From an optimization exercise on the open Yosys and OpenROAD flow, aimed at small area and a short achievable clock period; shortcuts taken in it are not production practice.
Where RTL was checked, it was by simulation tests only, not by an equivalence proof against the original.
Function not checked in runs 1, 2 and 6: the RTL went through the layout flow alone.
Power is estimated from default activity; no workload was simulated.

$ cat flow/flow/run.sh
#!/bin/bash
# The standard layout (the standard.sh: standard synthesis, then ORFS to
# finish) with two changes:
# - the port buffers are sky130_fd_sc_hd__buf_1 cells in place of the delay
#   buffers buffer_ports picks by default;
# - before floorplanning, flow/downsize.tcl sets the combinational cells that
#   synthesis sized up back to drive strength 1 (repair sizes up again).
set -euo pipefail
here=$(pwd)
bash standard.sh synth > synth_flow.log 2>&1
bash standard.sh BUFFER_PORTS_ARGS="-buffer_cell sky130_fd_sc_hd__buf_1" \
    PRE_FLOORPLAN_TCL="$here/flow/downsize.tcl" finish > layout_flow.log 2>&1
$ cat flow/flow/downsize.tcl
# Before floorplanning: put every combinational cell that synthesis sized up
# back to its drive-strength-1 variant of the same function. The resizer's
# repair steps later size up again what slew, capacitance or timing need.
set db [ord::get_db]
set block [ord::get_db_block]
set n 0
foreach inst [$block getInsts] {
  set name [[$inst getMaster] getName]
  if { [regexp {^(sky130_fd_sc_hd__[a-z0-9]+)_([0-9]+)$} $name -> base drv] && $drv > 1 } {
    if { [string match "*__df*" $base] || [string match "*__sdf*" $base] || [string match "*__edf*" $base] } {
      continue
    }
    set master [$db findMaster ${base}_1]
    if { $master != "NULL" } {
      $inst swapMaster $master
      incr n
    }
  }
}
puts "downsize.tcl: $n instances set to drive strength 1"
$ cat flow/standard.sh
#!/bin/bash
# synth_recipe.tcl (not shown) runs the flow's synth.tcl, then flattens the netlist and writes it again
# the make line also repeats each setting of config.mk as NAME=value (left out here)
make -C /OpenROAD-flow-scripts/flow DESIGN_CONFIG=/design/flow/config.mk WORK_HOME=/design/flow/orfs CLKGATE_MAP_FILE= SYNTH_SCRIPT=/design/flow/synth_recipe.tcl "${@:-finish}"
$ cat flow/config.mk
export PLATFORM = sky130hd
export DESIGN_NAME = compute_array
export DESIGN_NICKNAME = compute_array
export VERILOG_FILES = /design/flow/design.v
export SDC_FILE = /design/flow/constraint.sdc
export NUM_CORES = 4
export LEC_CHECK = 0
export CAP_MARGIN = 20
export CORE_MARGIN = 2
export CORE_UTILIZATION = 40
export SETUP_SLACK_MARGIN = 3.7
export SLEW_MARGIN = 20
export SYNTH_HIERARCHICAL = 1
export SYNTH_MINIMUM_KEEP_SIZE = 0
$ cat flow/constraint.sdc
create_clock -name core_clock -period 16.0 [get_ports {clk}]
set_input_delay 3.2000 -clock core_clock [delete_from_list [all_inputs] [get_ports {clk}]]
set_output_delay 3.2000 -clock core_clock [all_outputs]
set_load 0.01 [all_outputs]
$ cat flow/design.v
module mux2 (
input in0, in1,
input s,
output out
);
assign out = s ? in1 : in0;
endmodule
module cellMux2i (input a0, a1, s, output y);
assign y = ~(s ? a1 : a0);
endmodule
module cellNor2 (input a, b, output y);
assign y = ~(a | b);
endmodule
module cellO22ai (input a1, a2, b1, b2, output y);
assign y = ~((a1 | a2) & (b1 | b2));
endmodule
module cellA22oi (input a1, a2, b1, b2, output y);
assign y = ~((a1 & a2) | (b1 & b2));
endmodule
module cellXor2 (input a, b, output y);
assign y = a ^ b;
endmodule
module cellAnd2 (input a, b, output y);
assign y = a & b;
endmodule
module resultBit (
input x, yn, prod_n,
input t_x_n, t_xy_n, t_y_n, t_nx_n,
output f
);
wire p1, p0, gn;
cellO21ai o1(yn, t_xy_n, t_x_n, p1);      
cellO21ai o0(yn, t_y_n, t_nx_n, p0);      
cellMux2i m(p0, p1, x, gn);
cellNand2 n(prod_n, gn, f);
endmodule
module cellO21ai (input a1, a2, b1, output y);
assign y = ~((a1 | a2) & b1);
endmodule
module cellA21oi (input a1, a2, b1, output y);
assign y = ~((a1 & a2) | b1);
endmodule
module cellNand2 (input a, b, output y);
assign y = ~(a & b);
endmodule
module adder (
input [15:0] a, b,
output [15:0] out
);
assign out = a+b;
endmodule
module fullAdder (input a, b, c, output s, co);
assign s = a ^ b ^ c;
assign co = (a & b) | (a & c) | (b & c);
endmodule
module halfAdder (input a, b, output s, co);
assign s = a ^ b;
assign co = a & b;
endmodule
module prefixAdder (
input [15:0] a, b,
output [15:0] sn
);
wire g97;
wire t98;
wire g99;
wire t100;
wire g101;
wire t102;
wire g103;
wire t104;
wire g105;
wire t106;
wire g107;
wire t108;
wire g109;
wire t110;
wire g111;
wire t112;
wire g113;
wire t114;
wire g115;
wire t116;
wire g117;
wire t118;
wire g119;
wire t120;
wire g121;
wire t122;
wire g123;
wire t124;
wire g125;
wire t126;
wire g127;
wire t128;
wire G129;
wire G131;
wire P132;
wire G133;
wire P134;
wire G135;
wire P136;
wire G137;
wire P138;
wire G139;
wire P140;
wire G141;
wire P142;
wire i145;
wire G146;
wire G149;
wire i151;
wire G152;
wire i153;
wire P154;
wire G155;
wire P156;
wire i157;
wire G158;
wire i159;
wire P160;
wire G161;
wire P162;
wire i163;
wire G164;
wire i165;
wire P166;
wire G169;
wire i171;
wire G172;
wire G175;
wire G177;
wire G179;
wire P180;
wire i181;
wire G182;
wire i183;
wire P184;
wire G185;
wire P186;
wire i189;
wire G190;
wire G191;
wire G192;
wire G193;
wire G194;
wire G195;
wire G196;
halfAdder h0(a[0], b[0], t98, g97);
halfAdder h1(a[1], b[1], t100, g99);
halfAdder h2(a[2], b[2], t102, g101);
halfAdder h3(a[3], b[3], t104, g103);
halfAdder h4(a[4], b[4], t106, g105);
halfAdder h5(a[5], b[5], t108, g107);
halfAdder h6(a[6], b[6], t110, g109);
halfAdder h7(a[7], b[7], t112, g111);
halfAdder h8(a[8], b[8], t114, g113);
halfAdder h9(a[9], b[9], t116, g115);
halfAdder h10(a[10], b[10], t118, g117);
halfAdder h11(a[11], b[11], t120, g119);
halfAdder h12(a[12], b[12], t122, g121);
halfAdder h13(a[13], b[13], t124, g123);
halfAdder h14(a[14], b[14], t126, g125);
halfAdder h15(a[15], b[15], t128, g127);
cellA21oi nG129(t100, g97, g99, G129);
cellA21oi nG131(t104, g101, g103, G131);
cellNand2 mP132(t104, t102, P132);
cellA21oi nG133(t108, g105, g107, G133);
cellNand2 mP134(t108, t106, P134);
cellA21oi nG135(t112, g109, g111, G135);
cellNand2 mP136(t112, t110, P136);
cellA21oi nG137(t116, g113, g115, G137);
cellNand2 mP138(t116, t114, P138);
cellA21oi nG139(t120, g117, g119, G139);
cellNand2 mP140(t120, t118, P140);
cellA21oi nG141(t124, g121, g123, G141);
cellNand2 mP142(t124, t122, P142);
assign i145 = ~G129;
cellA21oi nG146(t102, i145, g101, G146);
cellO21ai nG149(P132, G129, G131, G149);
assign i151 = ~G133;
cellA21oi nG152(t110, i151, g109, G152);
assign i153 = ~P134;
cellNand2 mP154(t110, i153, P154);
cellO21ai nG155(P136, G133, G135, G155);
cellNor2 mP156(P136, P134, P156);
assign i157 = ~G137;
cellA21oi nG158(t118, i157, g117, G158);
assign i159 = ~P138;
cellNand2 mP160(t118, i159, P160);
cellO21ai nG161(P140, G137, G139, G161);
cellNor2 mP162(P140, P138, P162);
assign i163 = ~G141;
cellA21oi nG164(t126, i163, g125, G164);
assign i165 = ~P142;
cellNand2 mP166(t126, i165, P166);
cellA21oi nG169(t106, G149, g105, G169);
assign i171 = ~G149;
cellO21ai nG172(P134, i171, G133, G172);
cellO21ai nG175(P154, i171, G152, G175);
cellA21oi nG177(P156, G149, G155, G177);
cellA21oi nG179(t122, G161, g121, G179);
cellNand2 mP180(t122, P162, P180);
assign i181 = ~G161;
cellO21ai nG182(P142, i181, G141, G182);
assign i183 = ~P162;
cellNor2 mP184(P142, i183, P184);
cellO21ai nG185(P166, i181, G164, G185);
cellNor2 mP186(P166, i183, P186);
assign i189 = ~G177;
cellA21oi nG190(t114, i189, g113, G190);
cellO21ai nG191(P138, G177, G137, G191);
cellO21ai nG192(P160, G177, G158, G192);
cellA21oi nG193(P162, i189, G161, G193);
cellO21ai nG194(P180, G177, G179, G194);
cellA21oi nG195(P184, i189, G182, G195);
cellA21oi nG196(P186, i189, G185, G196);
assign sn[0] = ~t98;
assign sn[1] = ~(t100 ^ g97);
assign sn[2] = t102 ^ G129;
assign sn[3] = t104 ^ G146;
assign sn[4] = ~(t106 ^ G149);
assign sn[5] = t108 ^ G169;
assign sn[6] = ~(t110 ^ G172);
assign sn[7] = ~(t112 ^ G175);
assign sn[8] = t114 ^ G177;
assign sn[9] = t116 ^ G190;
assign sn[10] = ~(t118 ^ G191);
assign sn[11] = ~(t120 ^ G192);
assign sn[12] = t122 ^ G193;
assign sn[13] = ~(t124 ^ G194);
assign sn[14] = t126 ^ G195;
assign sn[15] = t128 ^ G196;
endmodule
module lessThan(
input minMode,
input [15:0] a, b,
output [15:0] out
);
reg [15:0] compareOut;
wire signed [15:0] signed_a, signed_b;
assign signed_a = a;
assign signed_b = b;
assign out = minMode ? compareOut : {15'b0, a < b};
always@* begin
    if(signed_a < signed_b) begin
        compareOut <= a;
    end else begin
        compareOut <= b;
    end
end
endmodule
module compare16 (
input [15:0] x, yn,
input s,
output lt, eq
);
wire g1;
wire l2;
wire g3;
wire l4;
wire g5;
wire l6;
wire g7;
wire l8;
wire g9;
wire l10;
wire g11;
wire l12;
wire g13;
wire l14;
wire g15;
wire l16;
wire g17;
wire l18;
wire g19;
wire l20;
wire g21;
wire l22;
wire g23;
wire l24;
wire g25;
wire l26;
wire g27;
wire l28;
wire g29;
wire l30;
wire g31;
wire l32;
wire g33;
wire l34;
wire g35;
wire l36;
wire g37;
wire l38;
wire g39;
wire l40;
wire g41;
wire l42;
wire g43;
wire l44;
wire g45;
wire l46;
wire g47;
wire l48;
wire g49;
wire l50;
wire g51;
wire l52;
wire g53;
wire l54;
wire g55;
wire l56;
wire g57;
wire l58;
wire g59;
wire l60;
wire g61;
wire l62;
cellNand2 a0(x[0], yn[0], g1);
cellNor2 b0(x[0], yn[0], l2);
cellNand2 a1(x[1], yn[1], g3);
cellNor2 b1(x[1], yn[1], l4);
cellNand2 a2(x[2], yn[2], g5);
cellNor2 b2(x[2], yn[2], l6);
cellNand2 a3(x[3], yn[3], g7);
cellNor2 b3(x[3], yn[3], l8);
cellNand2 a4(x[4], yn[4], g9);
cellNor2 b4(x[4], yn[4], l10);
cellNand2 a5(x[5], yn[5], g11);
cellNor2 b5(x[5], yn[5], l12);
cellNand2 a6(x[6], yn[6], g13);
cellNor2 b6(x[6], yn[6], l14);
cellNand2 a7(x[7], yn[7], g15);
cellNor2 b7(x[7], yn[7], l16);
cellNand2 a8(x[8], yn[8], g17);
cellNor2 b8(x[8], yn[8], l18);
cellNand2 a9(x[9], yn[9], g19);
cellNor2 b9(x[9], yn[9], l20);
cellNand2 a10(x[10], yn[10], g21);
cellNor2 b10(x[10], yn[10], l22);
cellNand2 a11(x[11], yn[11], g23);
cellNor2 b11(x[11], yn[11], l24);
cellNand2 a12(x[12], yn[12], g25);
cellNor2 b12(x[12], yn[12], l26);
cellNand2 a13(x[13], yn[13], g27);
cellNor2 b13(x[13], yn[13], l28);
cellNand2 a14(x[14], yn[14], g29);
cellNor2 b14(x[14], yn[14], l30);
assign g31 = ~(s ? (~x[15] & ~yn[15]) : (x[15] & yn[15]));
assign l32 = s ? (x[15] & yn[15]) : (~x[15] & ~yn[15]);
cellO21ai og33(l4, g1, g3, g33);
cellA21oi al34(g3, l2, l4, l34);
cellO21ai og35(l8, g5, g7, g35);
cellA21oi al36(g7, l6, l8, l36);
cellO21ai og37(l12, g9, g11, g37);
cellA21oi al38(g11, l10, l12, l38);
cellO21ai og39(l16, g13, g15, g39);
cellA21oi al40(g15, l14, l16, l40);
cellO21ai og41(l20, g17, g19, g41);
cellA21oi al42(g19, l18, l20, l42);
cellO21ai og43(l24, g21, g23, g43);
cellA21oi al44(g23, l22, l24, l44);
cellO21ai og45(l28, g25, g27, g45);
cellA21oi al46(g27, l26, l28, l46);
cellO21ai og47(l32, g29, g31, g47);
cellA21oi al48(g31, l30, l32, l48);
cellA21oi ag49(l36, g33, g35, g49);
cellO21ai ol50(g35, l34, l36, l50);
cellA21oi ag51(l40, g37, g39, g51);
cellO21ai ol52(g39, l38, l40, l52);
cellA21oi ag53(l44, g41, g43, g53);
cellO21ai ol54(g43, l42, l44, l54);
cellA21oi ag55(l48, g45, g47, g55);
cellO21ai ol56(g47, l46, l48, l56);
cellO21ai og57(l52, g49, g51, g57);
cellA21oi al58(g51, l50, l52, l58);
cellO21ai og59(l56, g53, g55, g59);
cellA21oi al60(g55, l54, l56, l60);
cellA21oi ag61(l60, g57, g59, g61);
cellO21ai ol62(g59, l58, l60, l62);
assign lt = l62;
assign eq = g61 & ~l62;
endmodule
module computationTile (
input clk, clear,
input [3:0] opcode,
input cache_ok, mac_last,
input zeroed,
input [15:0] input0, input1_wire,
output [15:0] cellOut
);
reg [15:0] R;
wire [15:0] x = input0;
wire mac = opcode == 4'd15;
wire read = opcode == 4'd8;
wire arith = opcode[1:0] == 2'd3;           
wire isadd = opcode[2:0] == 3'd3;           
wire flagop = ~opcode[3] & (opcode[2:0] == 3'd4 | opcode[2:0] == 3'd5)
            | opcode[2:0] == 3'd6;           
wire eqop = opcode[2:0] == 3'd6;
wire minop = opcode == 4'd12;
wire maxop = opcode == 4'd13;
wire cy = read | (cache_ok & ~clear & ~mac);
wire [15:0] yn;
genvar i;
generate
    for (i = 0; i < 16; i = i + 1) begin: opnd
        cellA22oi ym(cy, R[i], ~cy, input1_wire[i], yn[i]);
    end
endgenerate
wire rowsel = arith & ~isadd;
wire [16:0] xe = {x, 1'b0};
wire [7:0] one, two, neg, on, tn, ng;
genvar k;
generate
    for (k = 0; k < 8; k = k + 1) begin: benc
        assign one[k] = xe[2*k+1] ^ xe[2*k];
        assign two[k] = (xe[2*k+2] & ~xe[2*k+1] & ~xe[2*k])
                      | (~xe[2*k+2] & xe[2*k+1] & xe[2*k]);
        assign neg[k] = xe[2*k+2];
        if (k == 0) begin: d0
            assign on[k] = ~(arith & (isadd | one[k]));
        end else begin: dk
            assign on[k] = ~(rowsel & one[k]);
        end
        assign tn[k] = ~(rowsel & two[k]);
        assign ng[k] = rowsel & neg[k];
    end
endgenerate
wire r7b1 = (~on[7] & (~yn[1] ^ (ng[7] & ~yn[0]))) | (~tn[7] & ~yn[0]);
wire macm = mac & mac_last;
wire [15:0] z = ({16{isadd}} & x) | ({16{macm}} & R);
wire q1;
wire p3;
wire q5;
wire p7;
wire q9;
wire p11;
wire q13;
wire p15;
wire q17;
wire p19;
wire q21;
wire p23;
wire q25;
wire p27;
wire q29;
wire p31;
wire q33;
wire p35;
wire q37;
wire p39;
wire q41;
wire p43;
wire q45;
wire p47;
wire q49;
wire p51;
wire q53;
wire p55;
wire q57;
wire p59;
wire q61;
wire p63;
wire q65;
wire p67;
wire q69;
wire p71;
wire q73;
wire p75;
wire q77;
wire p79;
wire q81;
wire p83;
wire q85;
wire p87;
wire q89;
wire p91;
wire q93;
wire p95;
wire q97;
wire p99;
wire q101;
wire p103;
wire q105;
wire p107;
wire q109;
wire p111;
wire q113;
wire p115;
wire q117;
wire p119;
wire q121;
wire p123;
wire q125;
wire p127;
wire q129;
wire p131;
wire q133;
wire p135;
wire q137;
wire p139;
wire q141;
wire p143;
wire q145;
wire p147;
wire q149;
wire p151;
wire q153;
wire p155;
wire q157;
wire p159;
wire q161;
wire p163;
wire q165;
wire p167;
wire q169;
wire p171;
wire q173;
wire p175;
wire q177;
wire p179;
wire q181;
wire p183;
wire q185;
wire p187;
wire q189;
wire p191;
wire q193;
wire p195;
wire q197;
wire p199;
wire q201;
wire p203;
wire q205;
wire p207;
wire q209;
wire p211;
wire q213;
wire p215;
wire q217;
wire p219;
wire q221;
wire p223;
wire q225;
wire p227;
wire q229;
wire p231;
wire q233;
wire p235;
wire q237;
wire p239;
wire q241;
wire p243;
wire q245;
wire p247;
wire q249;
wire p251;
wire q253;
wire p255;
wire q257;
wire p259;
wire q261;
wire p263;
wire q265;
wire p267;
wire q269;
wire p271;
wire q273;
wire p275;
wire q277;
wire p279;
wire p281;
wire s283;
wire c284;
wire s286;
wire c287;
wire s289;
wire c290;
wire s292;
wire c293;
wire s295;
wire c296;
wire s298;
wire c299;
wire s301;
wire c302;
wire s304;
wire c305;
wire s307;
wire c308;
wire s310;
wire c311;
wire s313;
wire c314;
wire s316;
wire c317;
wire s319;
wire c320;
wire s322;
wire c323;
wire s325;
wire c326;
wire s328;
wire c329;
wire s331;
wire c332;
wire s334;
wire c335;
wire s337;
wire c338;
wire s340;
wire c341;
wire s343;
wire c344;
wire s346;
wire c347;
wire s349;
wire c350;
wire s352;
wire c353;
wire s355;
wire c356;
wire s358;
wire c359;
wire s361;
wire c362;
wire s364;
wire c365;
wire s367;
wire c368;
wire s370;
wire c371;
wire s373;
wire c374;
wire s376;
wire c377;
wire s379;
wire c380;
wire s382;
wire c383;
wire s385;
wire c386;
wire s388;
wire c389;
wire s391;
wire c392;
wire s394;
wire c395;
wire s397;
wire c398;
wire s400;
wire c401;
wire s403;
wire c404;
wire s406;
wire c407;
wire s409;
wire c410;
wire s412;
wire c413;
wire s415;
wire c416;
wire s418;
wire c419;
wire s421;
wire c422;
wire s424;
wire c425;
wire s427;
wire c428;
wire s430;
wire c431;
wire s433;
wire c434;
wire s436;
wire c437;
wire s439;
wire c440;
wire s442;
wire c443;
wire s445;
wire c446;
wire s448;
wire c449;
wire s451;
wire c452;
wire s454;
wire c455;
wire s457;
wire c458;
wire s460;
wire c461;
wire s463;
wire c464;
wire s466;
wire c467;
wire s469;
wire c470;
wire s472;
wire c473;
wire s475;
wire c476;
wire s478;
wire c479;
wire s481;
wire c482;
wire s484;
wire c485;
wire s487;
wire c488;
wire s490;
wire c491;
cellNor2 u2(yn[0], on[0], q1);
cellXor2 u4(q1, ng[0], p3);
cellO22ai u6(yn[1], on[0], yn[0], tn[0], q5);
cellXor2 u8(q5, ng[0], p7);
cellO22ai u10(yn[2], on[0], yn[1], tn[0], q9);
cellXor2 u12(q9, ng[0], p11);
cellO22ai u14(yn[3], on[0], yn[2], tn[0], q13);
cellXor2 u16(q13, ng[0], p15);
cellO22ai u18(yn[4], on[0], yn[3], tn[0], q17);
cellXor2 u20(q17, ng[0], p19);
cellO22ai u22(yn[5], on[0], yn[4], tn[0], q21);
cellXor2 u24(q21, ng[0], p23);
cellO22ai u26(yn[6], on[0], yn[5], tn[0], q25);
cellXor2 u28(q25, ng[0], p27);
cellO22ai u30(yn[7], on[0], yn[6], tn[0], q29);
cellXor2 u32(q29, ng[0], p31);
cellO22ai u34(yn[8], on[0], yn[7], tn[0], q33);
cellXor2 u36(q33, ng[0], p35);
cellO22ai u38(yn[9], on[0], yn[8], tn[0], q37);
cellXor2 u40(q37, ng[0], p39);
cellO22ai u42(yn[10], on[0], yn[9], tn[0], q41);
cellXor2 u44(q41, ng[0], p43);
cellO22ai u46(yn[11], on[0], yn[10], tn[0], q45);
cellXor2 u48(q45, ng[0], p47);
cellO22ai u50(yn[12], on[0], yn[11], tn[0], q49);
cellXor2 u52(q49, ng[0], p51);
cellO22ai u54(yn[13], on[0], yn[12], tn[0], q53);
cellXor2 u56(q53, ng[0], p55);
cellO22ai u58(yn[14], on[0], yn[13], tn[0], q57);
cellXor2 u60(q57, ng[0], p59);
cellO22ai u62(yn[15], on[0], yn[14], tn[0], q61);
cellXor2 u64(q61, ng[0], p63);
cellNor2 u66(yn[0], on[1], q65);
cellXor2 u68(q65, ng[1], p67);
cellO22ai u70(yn[1], on[1], yn[0], tn[1], q69);
cellXor2 u72(q69, ng[1], p71);
cellO22ai u74(yn[2], on[1], yn[1], tn[1], q73);
cellXor2 u76(q73, ng[1], p75);
cellO22ai u78(yn[3], on[1], yn[2], tn[1], q77);
cellXor2 u80(q77, ng[1], p79);
cellO22ai u82(yn[4], on[1], yn[3], tn[1], q81);
cellXor2 u84(q81, ng[1], p83);
cellO22ai u86(yn[5], on[1], yn[4], tn[1], q85);
cellXor2 u88(q85, ng[1], p87);
cellO22ai u90(yn[6], on[1], yn[5], tn[1], q89);
cellXor2 u92(q89, ng[1], p91);
cellO22ai u94(yn[7], on[1], yn[6], tn[1], q93);
cellXor2 u96(q93, ng[1], p95);
cellO22ai u98(yn[8], on[1], yn[7], tn[1], q97);
cellXor2 u100(q97, ng[1], p99);
cellO22ai u102(yn[9], on[1], yn[8], tn[1], q101);
cellXor2 u104(q101, ng[1], p103);
cellO22ai u106(yn[10], on[1], yn[9], tn[1], q105);
cellXor2 u108(q105, ng[1], p107);
cellO22ai u110(yn[11], on[1], yn[10], tn[1], q109);
cellXor2 u112(q109, ng[1], p111);
cellO22ai u114(yn[12], on[1], yn[11], tn[1], q113);
cellXor2 u116(q113, ng[1], p115);
cellO22ai u118(yn[13], on[1], yn[12], tn[1], q117);
cellXor2 u120(q117, ng[1], p119);
cellNor2 u122(yn[0], on[2], q121);
cellXor2 u124(q121, ng[2], p123);
cellO22ai u126(yn[1], on[2], yn[0], tn[2], q125);
cellXor2 u128(q125, ng[2], p127);
cellO22ai u130(yn[2], on[2], yn[1], tn[2], q129);
cellXor2 u132(q129, ng[2], p131);
cellO22ai u134(yn[3], on[2], yn[2], tn[2], q133);
cellXor2 u136(q133, ng[2], p135);
cellO22ai u138(yn[4], on[2], yn[3], tn[2], q137);
cellXor2 u140(q137, ng[2], p139);
cellO22ai u142(yn[5], on[2], yn[4], tn[2], q141);
cellXor2 u144(q141, ng[2], p143);
cellO22ai u146(yn[6], on[2], yn[5], tn[2], q145);
cellXor2 u148(q145, ng[2], p147);
cellO22ai u150(yn[7], on[2], yn[6], tn[2], q149);
cellXor2 u152(q149, ng[2], p151);
cellO22ai u154(yn[8], on[2], yn[7], tn[2], q153);
cellXor2 u156(q153, ng[2], p155);
cellO22ai u158(yn[9], on[2], yn[8], tn[2], q157);
cellXor2 u160(q157, ng[2], p159);
cellO22ai u162(yn[10], on[2], yn[9], tn[2], q161);
cellXor2 u164(q161, ng[2], p163);
cellO22ai u166(yn[11], on[2], yn[10], tn[2], q165);
cellXor2 u168(q165, ng[2], p167);
cellNor2 u170(yn[0], on[3], q169);
cellXor2 u172(q169, ng[3], p171);
cellO22ai u174(yn[1], on[3], yn[0], tn[3], q173);
cellXor2 u176(q173, ng[3], p175);
cellO22ai u178(yn[2], on[3], yn[1], tn[3], q177);
cellXor2 u180(q177, ng[3], p179);
cellO22ai u182(yn[3], on[3], yn[2], tn[3], q181);
cellXor2 u184(q181, ng[3], p183);
cellO22ai u186(yn[4], on[3], yn[3], tn[3], q185);
cellXor2 u188(q185, ng[3], p187);
cellO22ai u190(yn[5], on[3], yn[4], tn[3], q189);
cellXor2 u192(q189, ng[3], p191);
cellO22ai u194(yn[6], on[3], yn[5], tn[3], q193);
cellXor2 u196(q193, ng[3], p195);
cellO22ai u198(yn[7], on[3], yn[6], tn[3], q197);
cellXor2 u200(q197, ng[3], p199);
cellO22ai u202(yn[8], on[3], yn[7], tn[3], q201);
cellXor2 u204(q201, ng[3], p203);
cellO22ai u206(yn[9], on[3], yn[8], tn[3], q205);
cellXor2 u208(q205, ng[3], p207);
cellNor2 u210(yn[0], on[4], q209);
cellXor2 u212(q209, ng[4], p211);
cellO22ai u214(yn[1], on[4], yn[0], tn[4], q213);
cellXor2 u216(q213, ng[4], p215);
cellO22ai u218(yn[2], on[4], yn[1], tn[4], q217);
cellXor2 u220(q217, ng[4], p219);
cellO22ai u222(yn[3], on[4], yn[2], tn[4], q221);
cellXor2 u224(q221, ng[4], p223);
cellO22ai u226(yn[4], on[4], yn[3], tn[4], q225);
cellXor2 u228(q225, ng[4], p227);
cellO22ai u230(yn[5], on[4], yn[4], tn[4], q229);
cellXor2 u232(q229, ng[4], p231);
cellO22ai u234(yn[6], on[4], yn[5], tn[4], q233);
cellXor2 u236(q233, ng[4], p235);
cellO22ai u238(yn[7], on[4], yn[6], tn[4], q237);
cellXor2 u240(q237, ng[4], p239);
cellNor2 u242(yn[0], on[5], q241);
cellXor2 u244(q241, ng[5], p243);
cellO22ai u246(yn[1], on[5], yn[0], tn[5], q245);
cellXor2 u248(q245, ng[5], p247);
cellO22ai u250(yn[2], on[5], yn[1], tn[5], q249);
cellXor2 u252(q249, ng[5], p251);
cellO22ai u254(yn[3], on[5], yn[2], tn[5], q253);
cellXor2 u256(q253, ng[5], p255);
cellO22ai u258(yn[4], on[5], yn[3], tn[5], q257);
cellXor2 u260(q257, ng[5], p259);
cellO22ai u262(yn[5], on[5], yn[4], tn[5], q261);
cellXor2 u264(q261, ng[5], p263);
cellNor2 u266(yn[0], on[6], q265);
cellXor2 u268(q265, ng[6], p267);
cellO22ai u270(yn[1], on[6], yn[0], tn[6], q269);
cellXor2 u272(q269, ng[6], p271);
cellO22ai u274(yn[2], on[6], yn[1], tn[6], q273);
cellXor2 u276(q273, ng[6], p275);
cellO22ai u278(yn[3], on[6], yn[2], tn[6], q277);
cellXor2 u280(q277, ng[6], p279);
cellNor2 u282(yn[0], on[7], p281);
halfAdder u285(ng[4], z[8], s283, c284);
halfAdder u288(z[9], p39, s286, c287);
fullAdder u291(ng[5], z[10], p43, s289, c290);
halfAdder u294(p99, p147, s292, c293);
fullAdder u297(z[11], p47, p103, s295, c296);
halfAdder u300(p151, p191, s298, c299);
fullAdder u303(ng[6], z[12], p51, s301, c302);
fullAdder u306(p107, p155, p195, s304, c305);
halfAdder u309(p227, p251, s307, c308);
fullAdder u312(z[13], p55, p111, s310, c311);
fullAdder u315(p159, p199, p231, s313, c314);
halfAdder u318(p255, p271, s316, c317);
fullAdder u321(z[14], p59, p115, s319, c320);
fullAdder u324(p163, p203, p235, s322, c323);
fullAdder u327(p259, p275, p281, s325, c326);
fullAdder u330(z[15], p63, p119, s328, c329);
fullAdder u333(p167, p207, p239, s331, c332);
fullAdder u336(p263, p279, r7b1, s334, c335);
halfAdder u339(ng[2], z[4], s337, c338);
halfAdder u342(z[5], p23, s340, c341);
fullAdder u345(ng[3], z[6], p27, s343, c344);
halfAdder u348(p83, p131, s346, c347);
fullAdder u351(z[7], p31, p87, s349, c350);
halfAdder u354(p135, p175, s352, c353);
fullAdder u357(p35, p91, p139, s355, c356);
fullAdder u360(p179, p211, s283, s358, c359);
fullAdder u363(p95, p143, p183, s361, c362);
fullAdder u366(p215, s286, c284, s364, c365);
fullAdder u369(p187, p219, p243, s367, c368);
fullAdder u372(s289, s292, c287, s370, c371);
fullAdder u375(p223, p247, s295, s373, c374);
fullAdder u378(s298, c290, c293, s376, c377);
fullAdder u381(p267, s301, s304, s379, c380);
fullAdder u384(s307, c296, c299, s382, c383);
fullAdder u387(s310, s313, s316, s385, c386);
fullAdder u390(c302, c305, c308, s388, c389);
fullAdder u393(s319, s322, s325, s391, c392);
fullAdder u396(c311, c314, c317, s394, c395);
fullAdder u399(s328, s331, s334, s397, c398);
fullAdder u402(c320, c323, c326, s400, c401);
halfAdder u405(ng[1], z[2], s403, c404);
halfAdder u408(z[3], p15, s406, c407);
fullAdder u411(p19, p75, p123, s409, c410);
fullAdder u414(p79, p127, s340, s412, c413);
fullAdder u417(p171, s343, s346, s415, c416);
fullAdder u420(s349, s352, c344, s418, c419);
fullAdder u423(s355, s358, c350, s421, c422);
fullAdder u426(s361, s364, c356, s424, c425);
fullAdder u429(s367, s370, c362, s427, c428);
fullAdder u432(s373, s376, c368, s430, c431);
fullAdder u435(s379, s382, c374, s433, c434);
fullAdder u438(s385, s388, c380, s436, c437);
fullAdder u441(s391, s394, c386, s439, c440);
fullAdder u444(s397, s400, c392, s442, c443);
halfAdder u447(ng[0], z[0], s445, c446);
halfAdder u450(z[1], p7, s448, c449);
fullAdder u453(p11, p67, s403, s451, c452);
fullAdder u456(p71, s406, c404, s454, c455);
fullAdder u459(s337, s409, c407, s457, c458);
fullAdder u462(c338, s412, c410, s460, c461);
fullAdder u465(c341, s415, c413, s463, c464);
fullAdder u468(c347, s418, c416, s466, c467);
fullAdder u471(c353, s421, c419, s469, c470);
fullAdder u474(c359, s424, c422, s472, c473);
fullAdder u477(c365, s427, c425, s475, c476);
fullAdder u480(c371, s430, c428, s478, c479);
fullAdder u483(c377, s433, c431, s481, c482);
fullAdder u486(c383, s436, c434, s484, c485);
fullAdder u489(c389, s439, c437, s487, c488);
fullAdder u492(c395, s442, c440, s490, c491);
wire [15:0] prod_n;
prefixAdder cpa({s490, s487, s484, s481, s478, s475, s472, s469, s466, s463, s460, s457, s454, s451, s448, p3}, {c488, c485, c482, c479, c476, c473, c470, c467, c464, c461, c458, c455, c452, c449, c446, s445}, prod_n);
wire lt, eq;
compare16 cmp(x, yn, opcode[3], lt, eq);
wire t_and = opcode[2:0] == 3'd1;
wire t_x = opcode[2:0] == 3'd2 | (minop & lt) | (maxop & ~lt);
wire t_y = opcode[2:0] == 3'd2 | (minop & ~lt) | (maxop & lt) | (read & ~zeroed);
wire t_xy = t_and | t_y;
wire t_nx = opcode == 4'd0;
wire bit0 = flagop & (eqop ? eq : lt);
wire [15:0] pn = {prod_n[15:1], prod_n[0] & ~bit0};
wire [15:0] f;
generate
    for (i = 0; i < 16; i = i + 1) begin: res
        resultBit rb(x[i], yn[i], pn[i], ~t_x, ~t_xy, ~t_y, ~t_nx, f[i]);
    end
endgenerate
assign cellOut = f;
always @(posedge clk)
    R <= f;
endmodule
module compute_array (
    input clk, clear,
    input [3:0] tile_opcode,
    input [63:0] value_a, value_b,
    output [63:0] wire_out
);
    parameter WORD_BITS = 16;
    parameter TILES = 4;
    reg cache_ok, mac_last, zeroed;
    always @(posedge clk) begin
        cache_ok <= ~clear & (tile_opcode != 4'd8);
        mac_last <= ~clear & (tile_opcode == 4'd15);
        zeroed <= clear;
    end
    generate
        genvar i;
        for(i = 0; i < TILES; i = i + 1) begin: ctl
            computationTile tile_i(clk, clear, tile_opcode, cache_ok, mac_last, zeroed,
                value_a[WORD_BITS*(i+1)-1:WORD_BITS*i],
                value_b[WORD_BITS*(i+1)-1:WORD_BITS*i],
                wire_out[WORD_BITS*(i+1)-1:WORD_BITS*i]
            );
        end
    endgenerate
endmodule
==> key figures, run 1 <==
Global route
  • Pin count of the biggest net entering global routing: 47
  • First-pass GRT wire length: 103900 um
  • Gr ovfl total: 0
  • Total GRT Usage: 0.2755
  • Vias in the first global route: 18730
  • Initial antenna violation count: 5

Timing
  • Setup tns final: 0 ps
  • Fin. max-slew vios: 0
  • RSZ-0062 raised after global routing: yes
  • Rel. slew slack: 0.2895
  • Final hold vios: 0
  • Hold Slack: 745.9 ps
  • Fmax: 83.12 MHz
  • Final setup skew: 16.71 ps
  • Worst Tran Pin Value: 1066 ps
  • Setup violators final: 0
  • Min Tclk post-route: 12030 ps
  • Period utilization: 0.7519

Route
  • Avg WL per Cell: 20.95 um
  • M1 WL: 29230 um
  • DRC Markers: 0
  • Met3 wire len: 5267 um
  • DRT antenna net count: 0
  • Initial DRC count: 1736
  • Top sig layer: met5
  • Post-Route WL: 67190 um
  • Detailed-router iteration count before antenna repair: 6
  • Vias post-DR: 19240
  • DR vias/cell: 5.996
  • Met2 wire len: 30790 um

Setup path
  • Reg2reg setup slack: 10290 ps
  • Slowest stage delay, CP: 550 ps
  • Worst path slowest cell: fa_1
  • Max FO, Critical Path: 30
  • Critical Path AT: 8830 ps
  • R2R cell count: 20
  • CP Launch Type: input port
  • Critical Path RT: 12800 ps
  • CP Cell Sequence: buf_1, buf_4, inv_1, a32oi_1, o21ai_1, buf_6, clkinvlp_4, buf_4, a22oi_2, buf_4, o22ai_1, xor2_1, ha_1, fa_1, fa_1, ha_1, a21oi_1, o21ai_1, a21oi_1, inv_1, a21oi_1, xor2_1, nand2_1, buf_1
  • WS Path Type: input port to output pin
  • Worst Setup End Kind: output pin

Final layout
  • Fill cell count: 4551
  • Fin nets: 3069
  • Final cell count without fillers: 3208
  • Share of cells above drive strength 1: 0.08128
  • Finished Cell Area: 21800 um^2
  • Most common cell after layout, fill and taps aside: xor2_1
  • Most frequent cells in the layout: 344 x xor2_1, 260 x nand2_1, 252 x o22ai_1

Power and ir drop
  • Pwr dens: 88.66 nW/um^2
  • Max IR drop VDD: 0.05563 mV
  • LEAKAGE: 0.01120 uW
  • Total Power: 1933 uW

Floorplan
  • Initial Utilization: 0.4030
  • Die ar.: 48340 um^2
  • Cell Rows: 79
  • Core box area: 46260 um^2
  • Ports: 198
  • Chip Height: 219.9 um
  • Die X: 219.9 um

CTS
  • Hold Buf Count CTS: 0
  • Htree depth: 3
  • Clock Sinks: 67
  • CTS buffer count: 9
  • CTS tree: yes
  • Clock slew at reported path FFs: 70 ps
  • Worst-Skew Late Latency: 390 ps
  • Bufs on Longest Clock Path: 2
  • Root Buffer Master: clkbuf_16

Place
  • Post-placement cell area: 20490 um^2
  • DP Wirelength: 48660 um
  • Placer Congestion: 0.9182
  • Placed Cells: 3101
  • IO buf count: 197

Logic synthesis
  • YS warnings: 8
  • Cells after synthesis: 2263
  • Syn nets: 2741

Worst hold path
  • WHS Path Cells: 4
  • HP Class: register to register

Flow run
  • Total of max-cap violations: 0

Run status
  • Status: complete, no violations
==> state kept, by name, summed over array words and instances (netlist names) <==
signal	cells
ctl.tile_i.R	64
cache_ok	1
mac_last	1
zeroed	1
==> layer usage <==
layer | vias up | GRT usage
li1 | 8863 | -
met1 | 9364 | 0.3830
met2 | 886 | 0.4298
met3 | 121 | 0.04293
met4 | 2 | 0.1040
met5 | - | 0
==> path summary, 6_finish.rpt <==
kind	to	from
max reg2reg	ctl[3].tile_i.R[14]	cache_ok
max	wire_out[62]	tile_opcode[0]
min reg2reg	ctl[2].tile_i.R[9]	ctl[2].tile_i.R[9]
min	ctl[2].tile_i.R[9]	ctl[2].tile_i.R[9]
==> critical path: cells and delay by family <==
kind,cells,cell delay (ps)
XOR/XNOR,2,380
AO/OA/AOI/OAI,8,1750
adder cells (fa/ha/maj),4,1680
buffers and inverters,9,1680
AND/OR/NAND/NOR,1,100
==> through the flow <==
step	setup WS, ps	utilization
after floorplan	4104	-
after global placement	3225	0.4427
after detailed placement	3122	0.4430
after CTS	3687	0.4640
after global routing	3691	0.4712
final	3970	0.4713
==> cell type report <==
| class | instances | area [um^2] | area share |
|---|---|---|---|
| Antenna cell | 5 | 12.51 | 0.0005739 |
| Clock buffer | 12 | 256.5 | 0.01176 |
| Clock inverter | 4 | 72.57 | 0.003328 |
| Inverter | 72 | 285.3 | 0.01308 |
| Multi-Input combinational cell | 2100 | 17170 | 0.7873 |
| Sequential cell | 67 | 1341 | 0.06152 |
| Tap cell | 607 | 759.5 | 0.03483 |
| Timing Repair Buffer | 341 | 1909 | 0.08757 |
==> what timing repair did <==
item	in CTS	in global routing
gates resized for setup	48	18
setup buffers	53	33
hold endpoints to repair	0	0
pin swaps	21	11
endpoints found under the setup margin	30	32
==> power breakdown <==
group          total [uW]  internal (uW)  switching (uW)  leakage [uW]
combinational        1380            531             853        0.0105
sequential            296            242            54.2      0.000565
clock                 253            145             107      0.000159
total                1930            918            1010        0.0112
==> run 2, diff against run 1 <==
--- a/flow/design.v
+++ b/flow/design.v
@@ -403,3 +403,6 @@
 wire maxop = opcode == 4'd13;
-wire cy = read | (cache_ok & ~clear & ~mac);
+wire cy, cy_rn, cy_kn;
+assign cy_rn = ~read;
+assign cy_kn = ~(cache_ok & ~mac);
+cellO21ai cyg(cy_kn, clear, cy_rn, cy);
 wire [15:0] yn;
@@ -408,3 +411,3 @@
     for (i = 0; i < 16; i = i + 1) begin: opnd
-        cellA22oi ym(cy, R[i], ~cy, input1_wire[i], yn[i]);
+        cellMux2i ym(input1_wire[i], R[i], cy, yn[i]);
     end
==> key figures, run 2 <==
Run status
  • Status: complete, no violations

Setup path
  • Slowest stage delay, CP: 630 ps
  • WS Path Type: input port to output pin
  • CP Cell Sequence: clkbuf_4, nand2_1, o21ai_0, o21ai_2, buf_4, mux2i_4, o22ai_1, xor2_1, fa_1, fa_1, fa_1, fa_1, ha_1, a21oi_1, inv_1, a21oi_1, o21ai_1, a21oi_1, xor2_1, nand2_1, buf_1
  • Largest delay share family, worst path: adder cells
  • Worst Setup End Kind: output pin
  • R2R cell count: 18
  • CP Buf/Inv Count: 4
  • CP Launch Type: input port
  • Critical path depth in cells: 21
  • Worst Setup SP: tile_opcode[3]
  • Critical Path AT: 8830 ps
  • CP dominant cell by count: fa_1
  • Critical Path End: wire_out[63]
  • Max FO, Critical Path: 38
  • Worst path slowest cell: fa_1
  • Critical Path RT: 12800 ps
  • Reg2reg setup slack: 10520 ps
  • Worst reg2reg startpoint: cache_ok
  • Reg-to-Reg End: ctl[3].tile_i.R[15]

Timing
  • Worst Tran Pin Value: 985.0 ps
  • Fin. max-slew vios: 0
  • Setup violators final: 0
  • Rel. slew slack: 0.3433
  • Final setup skew: 9.465 ps
  • Period utilization: 0.7516
  • Fmax: 83.16 MHz
  • Min Tclk post-route: 12030 ps
  • Setup tns final: 0 ps
  • RSZ-0062 raised after global routing: yes
  • Final hold vios: 0

Global route
  • Pin count of the biggest net entering global routing: 39
  • Vias in the first global route: 18210
  • First-pass GRT wire length: 101100 um
  • Gr ovfl total: 0
  • Initial antenna violation count: 1
  • Total GRT Usage: 0.2646

Route
  • Initial DRC count: 1606
  • Avg WL per Cell: 20.36 um
  • DR vias/cell: 5.936
  • Post-Route WL: 64350 um
  • DRC Markers: 0
  • Detailed-router iteration count before antenna repair: 6
  • Vias post-DR: 18760
  • DRT antenna net count: 0

Power and ir drop
  • LEAKAGE: 0.01096 uW
  • Max IR drop VDD: 0.07127 mV
  • Pwr dens: 89.31 nW/um^2
  • Total Power: 1925 uW

Place
  • Placer Congestion: 0.9274
  • IO buf count: 197
  • Post-placement cell area: 20740 um^2
  • Placed Cells: 3118
  • DP Wirelength: 46950 um

Floorplan
  • Die X: 220.5 um
  • Core box area: 46360 um^2
  • Cell Rows: 79
  • Ports: 198
  • Initial Utilization: 0.4044
  • Chip Height: 220.5 um
  • Die ar.: 48610 um^2

Logic synthesis
  • Syn nets: 2745
  • Cells after synthesis: 2267
  • YS warnings: 8

CTS
  • Clock slew at reported path FFs: 80 ps
  • Clock Sinks: 67
  • Root Buffer Master: clkbuf_16
  • CTS buffer count: 9
  • Bufs on Longest Clock Path: 2
  • Worst-Skew Late Latency: 390 ps
  • Htree depth: 3
  • CTS tree: yes

Flow run
  • Total of max-cap violations: 0

Final layout
  • Most frequent cells in the layout: 340 x xor2_1, 280 x nand2_1, 252 x o22ai_1
  • Most flop-heavy register: ctl.tile_i.R
  • Share of cells above drive strength 1: 0.06071
  • FF+latch area: 1341 um^2
  • Final cell count without fillers: 3161
  • Max reg flops: 64
  • Finished Cell Area: 21550 um^2
  • Most common cell after layout, fill and taps aside: xor2_1
  • Fin nets: 3026
  • Area occupied by multi-input gates: 17430 um^2
  • Fill cell count: 4621

Worst hold path
  • HP Class: register to register
-- run 2: worst min-delay path by stage --
stage                         from                  end  slack, ps  cells after the start
2_1_floorplan  ctl[0].tile_i.R[14]  ctl[0].tile_i.R[14]        790                      4
3_3_place_gp    ctl[1].tile_i.R[0]   ctl[1].tile_i.R[0]        800                      4
3_5_place_dp    ctl[1].tile_i.R[0]   ctl[1].tile_i.R[0]        820                      4
4_1_cts        ctl[0].tile_i.R[12]  ctl[0].tile_i.R[12]        820                      4
5_1_grt        ctl[0].tile_i.R[13]  ctl[0].tile_i.R[13]        870                      4
6_report       ctl[0].tile_i.R[12]  ctl[0].tile_i.R[12]        820                      4
-- run 2: final cells by class --
class	instances	area share
clock buffers	10	0.01109
clock inverters	6	0.004122
well taps	607	0.03524
inverters	64	0.01115
multi-input cells	2117	0.8088
repair buffers	289	0.06723
diodes	1	0.0001161
flip-flops and latches	67	0.06224
-- run 2: routing by layer --
layer,global-route usage,part of all wire,vias up
li1,-,-,8705
met1,0.3652,0.44,9182
met2,0.4163,0.46,763
met3,0.04825,0.075,113
met4,0.08926,0.029,0
met5,0,0,-
-- run 2: tightest hold or removal path: cells and delay by family (launching register included) --
family,cells,cell delay (ps)
compound gates,1,130
simple gates,1,70
mux,2,210
flops,1,380
-- run 2: timing repair --
item,4_1_cts,5_1_grt
cloned,0,1
setup endpoints to repair,26,26
pin swaps,0,1
hold buffers,0,0
buffers inserted,0,25
gates resized for setup,23,32
-- run 2: power breakdown --
part	internal [uW]	switching, uW	leakage, uW	total [uW]
clock network	141	112	0.000155	253
registers	242	54.7	0.000565	297
logic	520	855	0.0102	1370
-- run 2: per-stage QoR --
stage          hold slack (ps)  setup slack (ps)    util
2_1_floorplan            792.6              3920       -
3_3_place_gp             803.0              2375  0.4472
3_5_place_dp             822.2              2211  0.4475
4_1_cts                  822.6              3678  0.4566
6_report                 815.5              3975  0.4649
5_1_grt                  874.0              3693  0.4649
==> run 3, diff against run 2 <==
--- a/flow/design.v
+++ b/flow/design.v
@@ -403,6 +403,3 @@
 wire maxop = opcode == 4'd13;
-wire cy, cy_rn, cy_kn;
-assign cy_rn = ~read;
-assign cy_kn = ~(cache_ok & ~mac);
-cellO21ai cyg(cy_kn, clear, cy_rn, cy);
+wire cy = read | (cache_ok & ~clear & ~mac);
 wire [15:0] yn;
--- a/flow/config.mk
+++ b/flow/config.mk
@@ -10,3 +10,4 @@
 export CORE_UTILIZATION = 40
-export SETUP_SLACK_MARGIN = 3.7
+export CTS_BUF_LIST = sky130_fd_sc_hd__clkbuf_8
+export SETUP_SLACK_MARGIN = 3.4
 export SLEW_MARGIN = 20
==> key figures, run 3 <==
Run status
  • Status: complete, no violations

Final layout
  • Most flop-heavy register: ctl.tile_i.R
  • Share of cells above drive strength 1: 0.04450
  • Fin nets: 2990
  • Most frequent cells in the layout: 344 x xor2_1, 260 x nand2_1, 252 x o22ai_1
  • Max reg flops: 64
  • Most common cell after layout, fill and taps aside: xor2_1
  • Fill cell count: 4655

CTS
  • Worst-Skew Late Latency: 470 ps
  • Root Buffer Master: clkbuf_8
  • CTS buffer count: 9
  • Clock slew at reported path FFs: 90 ps
  • Bufs on Longest Clock Path: 2
  • Htree depth: 3
  • CTS tree: yes
  • Clock Sinks: 67

Place
  • IO buf count: 197
  • Placer Congestion: 0.9008
  • DP Wirelength: 47440 um

Timing
  • Setup violators final: 0
  • Final setup skew: 21.49 ps
  • Rel. slew slack: 0.3369
  • Worst Tran Pin Value: 991.5 ps
  • Period utilization: 0.7664
  • Min Tclk post-route: 12260 ps
  • Setup tns final: 0 ps
  • RSZ-0062 raised after global routing: yes
  • Fmax: 81.55 MHz
  • Fin. max-slew vios: 0
  • Final hold vios: 0

Floorplan
  • Cell Rows: 79
  • Core box area: 46460 um^2
  • Die X: 220.7 um
  • Die ar.: 48710 um^2
  • Initial Utilization: 0.4044
  • Ports: 198
  • Chip Height: 220.7 um

Route
  • Vias post-DR: 18680
  • Initial DRC count: 1453
  • DRT antenna net count: 0
  • Avg WL per Cell: 20.55 um
  • DRC Markers: 0
  • Post-Route WL: 64220 um
  • Detailed-router iteration count before antenna repair: 5
  • DR vias/cell: 5.979

Logic synthesis
  • Cells after synthesis: 2259
  • Syn nets: 2737
  • YS warnings: 8

Setup path
  • CP dominant cell by count: fa_1
  • WS Path Type: input port to output pin
  • Worst path slowest cell: mux2i_1
  • Worst Setup End Kind: output pin
  • CP Launch Type: input port
  • R2R cell count: 18
  • CP Cell Sequence: clkbuf_2, buf_4, nor2b_1, a22oi_1, o21ai_2, buf_4, mux2i_1, o22ai_1, xor2_1, fa_1, fa_1, fa_1, fa_1, ha_1, a21oi_1, inv_1, a21oi_1, o21ai_1, a21oi_1, xor2_1, nand2_1, buf_1
  • Critical Path RT: 12800 ps
  • Max FO, Critical Path: 42
  • Slowest stage delay, CP: 650 ps
  • Critical Path AT: 9060 ps

Global route
  • Total GRT Usage: 0.2652
  • Vias in the first global route: 18530
  • Pin count of the biggest net entering global routing: 43
  • Initial antenna violation count: 1
  • First-pass GRT wire length: 101300 um
  • Gr ovfl total: 0

Power and ir drop
  • Max IR drop VDD: 0.06883 mV
  • LEAKAGE: 0.01087 uW
  • Total Power: 1922 uW
  • Pwr dens: 91.09 nW/um^2

Worst hold path
  • HP Class: register to register
  • WHS Path Cells: 4

Flow run
  • Total of max-cap violations: 0
## run 3: changes by cell type in the layout (fill, tap and decap cells not counted), sizes merged, moves of 8 or more
| cell | previous run | this run |
|---|---|---|
| nor3 | 12 | 0 |
| nand2 | 280 | 260 |
| buf | 287 | 264 |
| nor2 | 163 | 150 |
| nand3 | 12 | 20 |
## run 3: timing repair
| item | 4_1_cts | 5_1_grt |
|---|---|---|
| hold buffers | 0 | 0 |
| setup buffers | 0 | 0 |
| setup endpoints to repair | 0 | 22 |
| gates resized for setup | 0 | 27 |
## run 3: worst paths after layout
| check | startpoint | slack (ps) | endpoint |
|---|---|---|---|
| max | tile_opcode[3] | 3740 | wire_out[47] |
| min reg2reg | ctl[0].tile_i.R[7] | 850 | ctl[0].tile_i.R[7] |
| min | ctl[0].tile_i.R[7] | 850 | ctl[0].tile_i.R[7] |
| max reg2reg | cache_ok | 10300 | ctl[2].tile_i.R[15] |
## run 3: worst max-delay path, delay by kind of cell
kind / cells / cell delay [ps]
fa+ha+maj: 5 / 2380
buf+inv: 5 / 1010
simple gates: 2 / 350
mux: 1 / 650
xor+xnor: 2 / 400
compound gates: 7 / 1030
## run 3: per-stage QoR
step | area [um^2] | utilization | instances | hold slack [ps] | setup slack, ps
detailed placement | 20740 | 0.4465 | 3108 | 830.5 | 3483
global route | 21100 | 0.4541 | 3124 | 907.8 | 3345
floorplan | 18790 | - | 2259 | 792.6 | 3914
CTS | 20960 | 0.4513 | 3124 | 854.6 | 3457
global placement | 20740 | 0.4464 | 3107 | 850.7 | 3575
finish | 21100 | 0.4542 | 3125 | 846.5 | 3738
## run 3: cell type report
type	instances	area (um^2)	area share
multi-input combinational	2104	17270	0.8187
sequential	67	1341	0.06357
timing repair buffer	266	1264	0.05989
tap	607	759.5	0.03599
inverter	64	240.2	0.01139
clock buffer	10	137.6	0.006523
clock inverter	6	81.33	0.003854
antenna	1	2.502	0.0001186
## run 3: metal layers
metal,vias to the layer above,GRT usage,share of wire
met2,740,0.4251,0.46
met1,9163,0.3597,0.43
met4,2,0.08222,0.026
li1,8664,-,-
met3,115,0.05251,0.079
met5,-,0,0.00012
## run 3: report_power, final
group	switching (uW)	leakage (uW)	total (uW)	internal, uW
Sequential	49.9	0.000565	294	244
Clock	102	0.000119	193	90.9
Combinational	900	0.0102	1430	535
==> run 4, diff against run 3 <==
--- a/flow/config.mk
+++ b/flow/config.mk
@@ -11,3 +11,3 @@
 export CTS_BUF_LIST = sky130_fd_sc_hd__clkbuf_8
-export SETUP_SLACK_MARGIN = 3.4
+export SETUP_SLACK_MARGIN = 3.7
 export SLEW_MARGIN = 20
==> key figures, run 4 <==
Run status
  • Status: complete, no violations

CTS
  • Htree depth: 3
  • Hold Buf Count CTS: 0
  • Worst-Skew Late Latency: 470 ps
  • CTS buffer count: 9
  • Bufs on Longest Clock Path: 2
  • Clock Sinks: 67
  • CTS tree: yes
  • Clock slew at reported path FFs: 90 ps
  • Root Buffer Master: clkbuf_8

Floorplan
  • Die X: 220.7 um
  • Initial Utilization: 0.4044
  • Die ar.: 48710 um^2
  • Core box area: 46460 um^2
  • Cell Rows: 79
  • Chip Height: 220.7 um
  • Ports: 198

Setup path
  • CP dominant cell by count: fa_1
  • CP Cell Sequence: clkbuf_2, buf_6, nor2b_1, a22oi_1, o21ai_2, buf_4, mux2i_4, o22ai_1, xor2_1, fa_1, fa_1, fa_1, fa_1, ha_1, a21oi_1, inv_1, a21oi_1, o21ai_1, a21oi_1, xor2_1, nand2_1, buf_1
  • CP Buf/Inv Count: 5
  • CP Launch Type: input port
  • Worst path slowest cell: fa_1
  • Worst Setup End Kind: output pin
  • Slowest stage delay, CP: 580 ps
  • Max FO, Critical Path: 42
  • Largest delay share family, worst path: adder cells
  • Critical Path RT: 12800 ps
  • Critical Path AT: 8800 ps
  • WS Path Type: input port to output pin

Route
  • Post-Route WL: 64380 um
  • DRC Markers: 0
  • Detailed-router iteration count before antenna repair: 6
  • Avg WL per Cell: 20.51 um
  • Initial DRC count: 1400
  • Met3 wire len: 5016 um
  • Top sig layer: met5
  • Vias post-DR: 18650
  • DR vias/cell: 5.940
  • DRT antenna net count: 0
  • M1 WL: 27830 um
  • Met2 wire len: 29790 um

Power and ir drop
  • LEAKAGE: 0.01096 uW
  • Max IR drop VDD: 0.07169 mV
  • Pwr dens: 91.35 nW/um^2

Final layout
  • Fill cell count: 4636
  • Share of cells above drive strength 1: 0.05215
  • Most flop-heavy register: ctl.tile_i.R
  • Final Util: 0.4591
  • Most common cell after layout, fill and taps aside: xor2_1
  • Fin nets: 3004
  • Max reg flops: 64
  • Most frequent cells in the layout: 344 x xor2_1, 260 x nand2_1, 252 x o22ai_1

Timing
  • Final setup skew: 19.99 ps
  • Hold Slack: 812.0 ps
  • RSZ-0062 raised after global routing: no
  • Period utilization: 0.7499
  • Final hold vios: 0
  • Setup tns final: 0 ps
  • Rel. slew slack: 0.3427
  • Setup violators final: 0
  • Min Tclk post-route: 12000 ps
  • Fin. max-slew vios: 0
  • Worst Tran Pin Value: 982.8 ps
  • Fmax: 83.34 MHz

Global route
  • Gr ovfl total: 0
  • Total GRT Usage: 0.2656
  • Pin count of the biggest net entering global routing: 43
  • First-pass GRT wire length: 101600 um
  • Vias in the first global route: 18540
  • Initial antenna violation count: 1

Place
  • IO buf count: 197
  • Placer Congestion: 0.9008
  • DP Wirelength: 47440 um

Logic synthesis
  • Cells after synthesis: 2259
  • Syn nets: 2737
  • YS warnings: 8

Worst hold path
  • HP Class: register to register

Flow run
  • Total of max-cap violations: 0
==> run 4: path summary, 6_finish.rpt <==
kind	slack, ps	depth (start not counted)	endpoint	from
min reg2reg	810	4	ctl[0].tile_i.R[5]	ctl[0].tile_i.R[5]
min	810	4	ctl[0].tile_i.R[5]	ctl[0].tile_i.R[5]
max	4000	22	wire_out[47]	tile_opcode[3]
max reg2reg	10460	18	ctl[3].tile_i.R[14]	cache_ok
==> run 4: layer usage <==
metal / vias to the layer above / track usage
li1: 8689 / -
met1: 9079 / 0.3595
met2: 755 / 0.4268
met3: 120 / 0.05306
met4: 2 / 0.08178
met5: - / 0
==> run 4: tightest hold or removal path, stage by stage (launching register included) <==
cell and delay [ps]:
dfxtp_1 360, mux2i_2 120, o21ai_1 150, mux2i_1 80, nand2_1 80
==> run 4: stage by stage <==
stage | setup WS [ps] | total power, uW | cell area, um^2 | std cells
2_1_floorplan | 3914 | 1255 | 18790 | 2259
3_3_place_gp | 3575 | 1672 | 20740 | 3107
3_5_place_dp | 3483 | 1701 | 20740 | 3108
4_1_cts | 3717 | 1918 | 21010 | 3124
5_1_grt | 3697 | 2130 | 21330 | 3138
6_report | 4001 | 1949 | 21330 | 3139
==> run 4: timing repair <==
item / in CTS / in global routing
gates resized for setup: 14 / 34
hold endpoints to repair: 0 / 0
setup endpoints to repair: 15 / 22
setup buffers: 0 / 14
==> run 4: cell type report <==
cell class	instances	area [um^2]	area share
Multi-Input combinational cell	2104	17390	0.8152
Timing Repair Buffer	280	1379	0.06464
Sequential cell	67	1341	0.06288
Tap cell	607	759.5	0.03561
Inverter	64	240.2	0.01126
Clock buffer	10	137.6	0.006452
Clock inverter	6	81.33	0.003813
Antenna cell	1	2.502	0.0001173
==> run 4: where the power goes <==
| part | switching (uW) | internal [uW] |
|---|---|---|
| clock network | 102 | 90.9 |
| registers | 55.0 | 244 |
| logic | 906 | 551 |
==> run 5, diff against run 4 <==
--- a/flow/config.mk
+++ b/flow/config.mk
@@ -7,3 +7,3 @@
 export LEC_CHECK = 0
-export CAP_MARGIN = 20
+export CAP_MARGIN = 0
 export CORE_MARGIN = 2
@@ -12,3 +12,3 @@
 export SETUP_SLACK_MARGIN = 3.7
-export SLEW_MARGIN = 20
+export SLEW_MARGIN = 0
 export SYNTH_HIERARCHICAL = 1
==> key figures, run 5 <==
Logic synthesis
  • Syn nets: 2737
  • YS warnings: 8
  • Cells after synthesis: 2259

Global route
  • Total GRT Usage: 0.2657
  • Gr ovfl total: 0
  • Vias in the first global route: 18620
  • Pin count of the biggest net entering global routing: 43
  • Initial antenna violation count: 2
  • First-pass GRT wire length: 101500 um

Timing
  • Setup tns final: 0 ps
  • Rel. slew slack: 0.2971
  • Fmax: 83.26 MHz
  • RSZ-0062 raised after global routing: yes
  • Final hold vios: 0
  • Period utilization: 0.7506
  • Fin. max-slew vios: 0
  • Worst Tran Pin Value: 1051 ps
  • Min Tclk post-route: 12010 ps
  • Hold Slack: 820.2 ps
  • Post-route setup slack: 3990 ps
  • Final setup skew: 25.47 ps
  • Setup violators final: 0

CTS
  • Root Buffer Master: clkbuf_8
  • Htree depth: 3
  • CTS tree: yes
  • Clock slew at reported path FFs: 90 ps
  • Bufs on Longest Clock Path: 2
  • Clock Sinks: 67
  • CTS buffer count: 9
  • Hold Buf Count CTS: 0
  • Worst-Skew Late Latency: 460 ps

Setup path
  • WS Path Type: input port to output pin
  • Critical Path RT: 12800 ps
  • Critical Path AT: 8810 ps
  • Max FO, Critical Path: 42
  • Reg2reg setup slack: 10470 ps
  • CP Launch Type: input port
  • Worst Setup End Kind: output pin

Final layout
  • Fin nets: 2997
  • Fill cell count: 4693
  • Area occupied by multi-input gates: 17420 um^2
  • Max reg flops: 64
  • Final Util: 0.4578
  • FF+latch area: 1341 um^2
  • Finished Cell Area: 21270 um^2
  • Share of cells above drive strength 1: 0.05034
  • Most common cell after layout, fill and taps aside: xor2_1
  • Most frequent cells in the layout: 344 x xor2_1, 260 x nand2_1, 252 x o22ai_1
  • Most flop-heavy register: ctl.tile_i.R

Route
  • DRC Markers: 0
  • Detailed-router iteration count before antenna repair: 6
  • Avg WL per Cell: 20.55 um
  • Post-Route WL: 64330 um
  • DR vias/cell: 5.960
  • DRT antenna net count: 0
  • Vias post-DR: 18660
  • Initial DRC count: 1372

Floorplan
  • Chip Height: 220.7 um
  • Die X: 220.7 um
  • Cell Rows: 79
  • Die ar.: 48710 um^2
  • Initial Utilization: 0.4044
  • Ports: 198
  • Core box area: 46460 um^2

Power and ir drop
  • Max IR drop VDD: 0.06447 mV
  • Pwr dens: 89.87 nW/um^2
  • LEAKAGE: 0.01090 uW

Place
  • Post-placement cell area: 20740 um^2
  • IO buf count: 197
  • Placer Congestion: 0.9008
  • DP Wirelength: 47530 um
  • Setup WS pre-CTS: 3439 ps

Run status
  • Status: complete, no violations

Flow run
  • Total of max-cap violations: 0

Worst hold path
  • HP Class: register to register
run 5: through the flow:
step	power [uW]	instances
floorplan	1255	2259
global placement	1672	3107
detailed placement	1701	3107
CTS	1878	3122
global route	2090	3131
finish	1911	3131
run 5: metal layers:
| metal | vias to the layer above | global-route usage | part of all wire |
|---|---|---|---|
| met5 | - | 0 | 0.00020 |
| met4 | 2 | 0.09644 | 0.030 |
| met3 | 127 | 0.05168 | 0.078 |
| met2 | 742 | 0.4205 | 0.45 |
| met1 | 9100 | 0.3601 | 0.44 |
| li1 | 8690 | - | - |
run 5: critical path, cell delays in order:
cell and delay [ps]:
clkbuf_2 90, buf_6 280, nor2b_1 250, a22oi_1 110, o21ai_2 120, buf_4 390, mux2i_2 520, o22ai_1 160
xor2_1 210, fa_1 510, fa_1 530, fa_1 580, fa_1 420, ha_1 350, a21oi_1 210, inv_1 60
a21oi_1 140, o21ai_1 90, a21oi_1 160, xor2_1 190, nand2_1 100, buf_1 140
run 5: power breakdown:
group	switching (uW)	internal [uW]	total, uW	leakage [uW]
sequential	55.5	244	300	0.000565
clock	97.7	57.9	156	0.0000943
combinational	907	549	1460	0.0102
total	1060	851	1910	0.0109
run 5: final timing paths:
check,end,startpoint,cells past startpoint
max reg2reg,ctl[2].tile_i.R[15],cache_ok,18
min,ctl[3].tile_i.R[10],ctl[3].tile_i.R[10],4
max,wire_out[47],tile_opcode[3],22
min reg2reg,ctl[3].tile_i.R[10],ctl[3].tile_i.R[10],4
run 5: layout make-up:
type	count	share of cell area
clock buffer	10	0.006471
multi-input combinational	2104	0.8190
clock inverter	5	0.001059
tap	607	0.03571
inverter	64	0.01130
timing repair buffer	273	0.06330
sequential	67	0.06307
antenna	1	0.0001177
run 5: what timing repair did:
item | 4_1_cts | 5_1_grt
cloned | 0 | 0
endpoints found under the setup margin | 14 | 23
gates resized for setup | 14 | 40
setup buffers | 0 | 8
hold endpoints to repair | 0 | 0
pin swaps | 0 | 0
==> run 6, diff against run 5 <==
--- a/flow/design.v
+++ b/flow/design.v
@@ -389,2 +389,3 @@
 input zeroed,
+input cy_in,
 input [15:0] input0, input1_wire,
@@ -403,3 +404,3 @@
 wire maxop = opcode == 4'd13;
-wire cy = read | (cache_ok & ~clear & ~mac);
+wire cy = cy_in;
 wire [15:0] yn;
@@ -960,2 +961,3 @@
     end
+    wire cy = (tile_opcode == 4'd8) | (cache_ok & ~clear & (tile_opcode != 4'd15));
     generate
@@ -963,3 +965,3 @@
         for(i = 0; i < TILES; i = i + 1) begin: ctl
-            computationTile tile_i(clk, clear, tile_opcode, cache_ok, mac_last, zeroed,
+            computationTile tile_i(clk, clear, tile_opcode, cache_ok, mac_last, zeroed, cy,
                 value_a[WORD_BITS*(i+1)-1:WORD_BITS*i],
--- a/flow/config.mk
+++ b/flow/config.mk
@@ -7,3 +7,3 @@
 export LEC_CHECK = 0
-export CAP_MARGIN = 0
+export CAP_MARGIN = 20
 export CORE_MARGIN = 2
@@ -11,4 +11,4 @@
 export CTS_BUF_LIST = sky130_fd_sc_hd__clkbuf_8
-export SETUP_SLACK_MARGIN = 3.7
-export SLEW_MARGIN = 0
+export SETUP_SLACK_MARGIN = 4.0
+export SLEW_MARGIN = 20
 export SYNTH_HIERARCHICAL = 1
==> key figures, run 6 <==
Logic synthesis
  • Syn nets: 2730
  • Cells after synthesis: 2252
  • YS warnings: 8

Place
  • Placer Congestion: 0.9222
  • IO buf count: 197
  • Post-placement cell area: 20630 um^2
  • DP Wirelength: 47180 um

Global route
  • Total GRT Usage: 0.2769
  • Vias in the first global route: 18920
  • Gr ovfl total: 0
  • Pin count of the biggest net entering global routing: 35
  • Initial antenna violation count: 6
  • First-pass GRT wire length: 104600 um

Floorplan
  • Core box area: 46360 um^2
  • Cell Rows: 79
  • Die ar.: 48460 um^2
  • Chip Height: 220.1 um
  • Initial Utilization: 0.4030
  • Die X: 220.1 um
  • Ports: 198

CTS
  • Clock slew at reported path FFs: 90 ps
  • Htree depth: 3
  • Clock Sinks: 67
  • Hold Buf Count CTS: 0
  • Bufs on Longest Clock Path: 2
  • CTS buffer count: 9
  • Worst-Skew Late Latency: 460 ps
  • Root Buffer Master: clkbuf_8
  • CTS tree: yes

Worst hold path
  • HP Class: register to register
  • WHS Path Cells: 4
  • WHS Endpoint: ctl[3].tile_i.R[12]
  • Hold Path Origin: ctl[3].tile_i.R[12]

Final layout
  • Fin nets: 3116
  • Max reg flops: 64
  • Most common cell after layout, fill and taps aside: xor2_1
  • Most flop-heavy register: ctl.tile_i.R
  • Share of cells above drive strength 1: 0.1169
  • Final Util: 0.4939
  • Finished Cell Area: 22900 um^2
  • Most frequent cells in the layout: 339 x xor2_1, 274 x nand2_1, 251 x o22ai_1

Setup path
  • Critical Path AT: 8730 ps
  • Worst Setup SP: tile_opcode[0]
  • Reg2reg setup slack: 10650 ps
  • CP Launch Type: input port
  • Worst Setup End Kind: output pin
  • CP dominant cell by count: fa_1
  • R2R cell count: 18
  • Slowest stage delay, CP: 580 ps
  • Worst reg2reg startpoint: cache_ok
  • Reg-to-Reg End: ctl[2].tile_i.R[13]
  • Worst path slowest cell: fa_1
  • CP Cell Sequence: buf_4, buf_12, or3b_4, nand2_4, and3_4, buf_16, mux2i_4, o22ai_1, xor2_1, fa_1, fa_1, fa_1, fa_1, ha_1, a21oi_1, o21ai_2, a21oi_1, o21ai_1, xnor2_1, nand2_1, buf_1
  • Max FO, Critical Path: 13
  • WS Path Type: input port to output pin
  • Critical Path RT: 12800 ps

Timing
  • Worst Tran Pin Value: 1003 ps
  • RSZ-0062 raised after global routing: yes
  • Fmax: 83.85 MHz
  • Final hold vios: 0
  • Fin. max-slew vios: 0
  • Min Tclk post-route: 11930 ps
  • Setup tns final: 0 ps
  • Setup violators final: 0
  • Period utilization: 0.7454
  • Rel. slew slack: 0.3313
  • Final setup skew: 25.94 ps

Route
  • Initial DRC count: 1667
  • Post-Route WL: 69010 um
  • DR vias/cell: 5.946
  • Vias post-DR: 19350
  • DRC Markers: 0
  • Detailed-router iteration count before antenna repair: 6
  • DRT antenna net count: 0
  • Avg WL per Cell: 21.21 um

Power and ir drop
  • LEAKAGE: 0.01154 uW
  • Max IR drop VDD: 0.06530 mV
  • Pwr dens: 83.51 nW/um^2

Run status
  • Status: complete, no violations

Flow run
  • Total of max-cap violations: 0
[run 6: critical path: cells and delay by family]
family	cells	cell delay [ps]
adders and majority gates	5	2310
and+or+nand+nor	4	910
AOI/OAI and AO/OA	5	720
buffers and inverters	4	650
xor gates and xnor gates	2	540
muxes	1	340
[run 6: what timing repair did]
item                       in CTS  in global routing
resized for setup              75                 95
gates cloned                    4                  3
hold endpoints to repair        0                  0
pin swaps                       7                 45
setup endpoints to repair      48                 22
buffers inserted               64                 62
[run 6: how the worst max path moves through the flow]
stage | slack, ps | depth (start not counted) | end
floorplan | 4160 | 18 | wire_out[15]
global placement | 2760 | 21 | wire_out[57]
detailed placement | 2650 | 21 | wire_out[57]
CTS | 4000 | 23 | wire_out[30]
global route | 3880 | 23 | wire_out[63]
finish | 4070 | 21 | wire_out[45]
[run 6: per-layer routing]
layer / vias to the layer above / global-route usage / wire length [um]
li1: 8898 / - / -
met5: - / 0 / 22
met1: 9369 / 0.3692 / 28880
met3: 145 / 0.05866 / 5862
met2: 933 / 0.4484 / 32270
met4: 4 / 0.08725 / 1982
[run 6: where the power goes]
part | total [uW] | internal, uW | switching (uW)
Combinational | 1450 | 597 | 853
Clock | 164 | 62.8 | 101
Sequential | 298 | 240 | 58.1
[run 6: cell type report]
class / instances / area [um^2]
diodes: 4 / 10.01
clock buffers: 11 / 151.4
clock inverters: 5 / 21.27
fillers: 4427 / 23460
inverters: 60 / 225.2
multi-input cells: 2111 / 17800
flip-flops and latches: 67 / 1341
well taps: 607 / 759.5
repair buffers: 389 / 2584
[run 6: metrics by stage]
step	cells	setup slack [ps]	total power [uW]	hold WS, ps
after global routing	3253	3883	2072	842.9
after CTS	3185	4000	1788	804.7
after detailed placement	3101	2651	1521	846.9
final	3254	4073	1912	800.5
after floorplan	2252	4156	1122	792.6
after global placement	3101	2761	1492	805.7

re-timing with driven ports:
No port has a modelled driver above. Below, the same layouts with a new extraction and two added sets of constraints.
Step 1: set_driving_cell puts a clkbuf_16 on clk and a buf_2 on each other input, an assumption about the parent block.
Step 2 also shifts input and output timing later by t, the mid clock arrival at the registers, as if the neighbouring blocks saw the same clock.
Slacks: no drivers / after step 1 / after step 2; pairs: no drivers / after step 1.
run	shift t [ns]	setup slack, ns
run 1	0.437	3.970 / 3.907 / 3.907
run 2	0.434	3.975 / 3.927 / 3.927
run 3	0.506	3.738 / 3.711 / 3.711
run 4	0.506	4.001 / 3.975 / 3.975
run 5	0.496	3.990 / 3.963 / 3.963
run 6	0.496	4.073 / 4.048 / 4.048
After both steps every run listed still meets setup and hold.
